Context: an optimization exercise on an open-source flow, tuned for small area. The choices shown serve that exercise and are no tape-out recipe. Function was checked by simulation only, so behaviour that the tests miss may differ from the original.

== the previous run ==
// badapple_top
module badapple_top(
    input clk,
    input rst,              
    output sck,             
    output reg miso,        
    output reg reset_oled,  
    output dc,              
    output reg sck_reg,     
    input rxd,              
    output st_init,
    output st_clear,
    output st_wait,
    output st_write,
    input  [15:0] sram_data_in,
    output reg [15:0] sram_data_out,
    output        sram_data_oe,
    output reg [18:0] sram_addr,
    output        sram_oe_r,
    output reg    sram_ce_r,
    output        sram_we_r,
    output        sram_ub_r,
    output        sram_lb_r,
    input keepgoing,
    output reg showdelay,
    input addr_reset
    );
    reg [5:0] p;
    wire p_end    = (p == 6'd50);
    wire sck_rise = p_end & ~sck_reg;
    wire sck_fall = p_end & sck_reg;
    wire pre_rise = (p == 6'd49) & ~sck_reg;    
    wire c50      = p[0] ^ sck_reg;             
    always @(posedge clk)
        if (rst) begin
            p <= 0;
            sck_reg <= 0;
        end else begin
            p <= p_end ? 6'd0 : p + 6'd1;
            if (p_end) sck_reg <= ~sck_reg;
        end
    localparam [3:0] S_INIT  = 4'b1000,
                     S_CLEAR = 4'b1100,
                     S_LOAD  = 4'b0100,
                     S_WAIT  = 4'b0010,
                     S_WRITE = 4'b0001,
                     S_DELAY = 4'b1011;
    reg [3:0] st;
    assign {st_init, st_clear, st_wait, st_write} = st;
    wire is_init  = st[3] & ~st[2] & ~st[1];
    wire is_clear = st[3] & st[2];
    wire is_load  = ~st[3] & st[2];
    wire is_write = ~st[3] & st[0];
    wire is_play  = ~st[2] & (st[1] | st[0]);    
    reg [9:0]  ud;      
    reg [3:0]  us;      
    wire       uart_en, hi_step, hi_clr;
    reg [2:0]  e;       
    reg [9:0]  pos;     
    reg [2:0]  u;       
    reg [7:0]  cnt_lo;
  ...
clock: 10.0 ns
lec_check: 0
cap_margin: 20
core_margin: 2
core_utilization: 40
place_density: 0.6
slew_margin: 20
standard.sh (not shown) runs the stock make flow with config.mk's settings and CLKGATE_MAP_FILE= SYNTH_SCRIPT=/design/flow/synth_recipe.tcl, a recipe that flattens the netlist after the stock synthesis.
==> flow/flow/run.sh <==
#!/bin/bash
# Layout flow:
# 1. the standard synthesis (standard.sh synth);
# 2. its combinational logic re-mapped for area by Yosys/ABC (flow/resyn.ys,
#    flow/resyn.abc) with every register cell kept, name and type;
# 3. the standard layout from floorplan to finish (standard.sh), with port
#    buffers of buf_1 cells and a clock tree of clkbuf_8 cells without dummy
#    loads.
# Each step's full output goes to its own log in this folder; ORFS's
# per-stage logs are under orfs/logs.
set -euo pipefail
W=$(pwd)
R=$W/orfs/results/$FLOW_PLATFORM/badapple_top/base
LIB=$FLOW_HOME/platforms/sky130hd/lib/sky130_fd_sc_hd__tt_025C_1v80.lib
YOSYS=$FLOW_HOME/../tools/install/yosys/bin/yosys
[[ -x $YOSYS ]] || YOSYS=yosys

bash standard.sh synth > synth.log 2>&1
cp "$R/1_2_yosys.v" "$W/standard_1_2_yosys.v"
sed -e "s#@LIB@#$LIB#g" -e "s#@IN@#$W/standard_1_2_yosys.v#" \
    -e "s#@OUT@#$W/resyn_1_2_yosys.v#" -e "s#@ABC@#$W/flow/resyn.abc#" \
    flow/resyn.ys > resyn_run.ys
"$YOSYS" -s resyn_run.ys > resyn.log 2>&1
cp "$W/resyn_1_2_yosys.v" "$R/1_2_yosys.v"
rm -f "$R/1_synth.odb" "$R/1_synth.sdc"

export BUFFER_PORTS_ARGS="-buffer_cell sky130_fd_sc_hd__buf_1"
export CTS_ARGS="-sink_clustering_enable -repair_clock_nets -dont_use_dummy_load -buf_list sky130_fd_sc_hd__clkbuf_4 -sink_clustering_size 20 -sink_clustering_max_diameter 60"
bash standard.sh > layout.log 2>&1
==> flow/flow/resyn.abc <==
strash
&get -n
&fraig -x
&put
scorr
dc2
strash
&get -n
&dch -f
&nf -R 1000 -p -F 10 -A 10 -a
&put
Other scripts of this flow, unchanged in this note and not shown: flow/flow/resyn.ys
### the previous run -> the current run
==> flow/flow/run.sh <==
#!/bin/bash
# Layout flow:
# 1. the standard synthesis (standard.sh synth);
# 2. its combinational logic re-mapped for area by Yosys/ABC (flow/resyn.ys
#    with each flow/resyn*.abc script; the smallest result is kept), with
#    every register cell kept, name and type;
# 3. the standard layout from floorplan to finish (standard.sh), with port
#    buffers of buf_1 cells and a clock tree of clkbuf_4 cells without dummy
#    loads.
# Each step's full output goes to its own log in this folder; ORFS's
# per-stage logs are under orfs/logs.
set -euo pipefail
W=$(pwd)
R=$W/orfs/results/$FLOW_PLATFORM/badapple_top/base
LIB=$FLOW_HOME/platforms/sky130hd/lib/sky130_fd_sc_hd__tt_025C_1v80.lib
YOSYS=$FLOW_HOME/../tools/install/yosys/bin/yosys
[[ -x $YOSYS ]] || YOSYS=yosys

bash standard.sh synth > synth.log 2>&1
cp "$R/1_2_yosys.v" "$W/standard_1_2_yosys.v"
# try each ABC script, keep the smallest result
best=""; best_area=""
for abc in flow/resyn*.abc; do
  n=$(basename "$abc" .abc)
  sed -e "s#@LIB@#$LIB#g" -e "s#@IN@#$W/standard_1_2_yosys.v#" \
      -e "s#@OUT@#$W/${n}_1_2_yosys.v#" -e "s#@ABC@#$W/$abc#" \
      flow/resyn.ys > "${n}_run.ys"
  "$YOSYS" -s "${n}_run.ys" > "${n}.log" 2>&1
  area=$(grep "Chip area for module" "${n}.log" | tail -1 | awk '{print $NF}')
  echo "$n $area" >> resyn_areas.txt
  if [[ -z "$best" ]] || awk -v a="$area" -v b="$best_area" 'BEGIN{exit !(a < b)}'; then
    best=$n; best_area=$area
  fi
done
echo "best $best $best_area" >> resyn_areas.txt
cp "$W/${best}_1_2_yosys.v" "$W/resyn_1_2_yosys.v"
cp "$W/resyn_1_2_yosys.v" "$R/1_2_yosys.v"
rm -f "$R/1_synth.odb" "$R/1_synth.sdc"

export BUFFER_PORTS_ARGS="-buffer_cell sky130_fd_sc_hd__buf_1"
export CTS_ARGS="-sink_clustering_enable -repair_clock_nets -dont_use_dummy_load -buf_list sky130_fd_sc_hd__clkbuf_4 -sink_clustering_size 20 -sink_clustering_max_diameter 60"
bash standard.sh > layout.log 2>&1
==> flow/flow/resyn1.abc (new file) <==
strash
&get -n
&fraig -x
&put
scorr
dc2
strash
&get -n
&dch -f
&nf -R 1000 -p -F 10 -A 10 -a
&put
==> flow/flow/resyn2.abc (new file) <==
strash
&get -n
&fraig -x
&put
scorr
dc2
strash
&get -n
&dch -f
&nf -R 1000 -a -E 100 -F 10 -A 10
&put
==> flow/flow/resyn3.abc (new file) <==
strash
&get -n
&fraig -x
&put
scorr
dc2
strash
&get -n
&dch -f
&nf -R 1000 -a -E 100 -p
&put
==> flow/flow/resyn4.abc (new file) <==
strash
&get -n
&fraig -x
&put
scorr
dc2
strash
&get -n
&dch -f
&nf -R 1000 -p -a -C 32
&put
-- flow/config.mk --
<<< the previous run, line 9
export CORE_MARGIN = 2
export CORE_UTILIZATION = 40
export PLACE_DENSITY = 0.6
export SLEW_MARGIN = 20
>>> the current run, line 9
export CORE_MARGIN = 2
export CORE_UTILIZATION = 65
export PLACE_DENSITY = 0.8
export SLEW_MARGIN = 20
removed: flow/flow/resyn.abc
## What came out
Relative to the previous run, the final RePlAce weighted congestion measured on the current run has increased by more than 10%.
For wire length of the first global-routing pass, dividing the value from the current run by the value from the previous run gives 0.901.
Of the two values seen for worst setup path endpoint, sram_addr[17]$_SDFF_PP0_ was produced by the current run and sram_addr[18]$_SDFF_PP0_ by the previous run.
Looking at die area, the current run sits about 40% below the previous run.
Of the previous run and the current run, the current run shows the lower routed length on met3, with the previous run above it.
Headroom to the max-slew limit ends up lower on the previous run.
Comparing the previous run and the current run, actual transition at the worst max-transition pin is higher on the previous run.
The more densely filled core belongs to the current run, not the previous run.
The current run vs the previous run, share of the clock period used by the worst path after layout went down by 4.8 points.
The layout overhead on the synthesized area of the current run is lower than that of the previous run.
There was hardly any difference in post-cts repair resize count between the previous run and the current run.

-- port drivers added, routing unchanged --
In the flow no input, the clock included, has a driving cell. The finished layouts below were timed again as built, in two steps. Step 1: set_driving_cell puts a clkbuf_16 on clk and a buf_2 on each other input, an assumption about the parent block. Step 2 moves the port delays by t, midway between the first and last clock arrival at a register: inputs arrive t later, outputs are due t later. That takes back most of the time a late clock gives input paths. a / b / c = ideal / step 1 / step 2; a / b = the first two.
| run | t, ns | setup slack, ns | latest minus earliest clock arrival (ns) | worst register clock-pin slew, ns |
|---|---|---|---|---|
| the previous run | 0.551 | 4.843 / 4.843 / 4.843 | 0.036 / 0.036 | 0.11 / 0.11 |
| the current run | 0.543 | 5.320 / 5.320 / 5.320 | 0.042 / 0.042 | 0.12 / 0.12 |
After both steps every run listed still meets setup and hold.
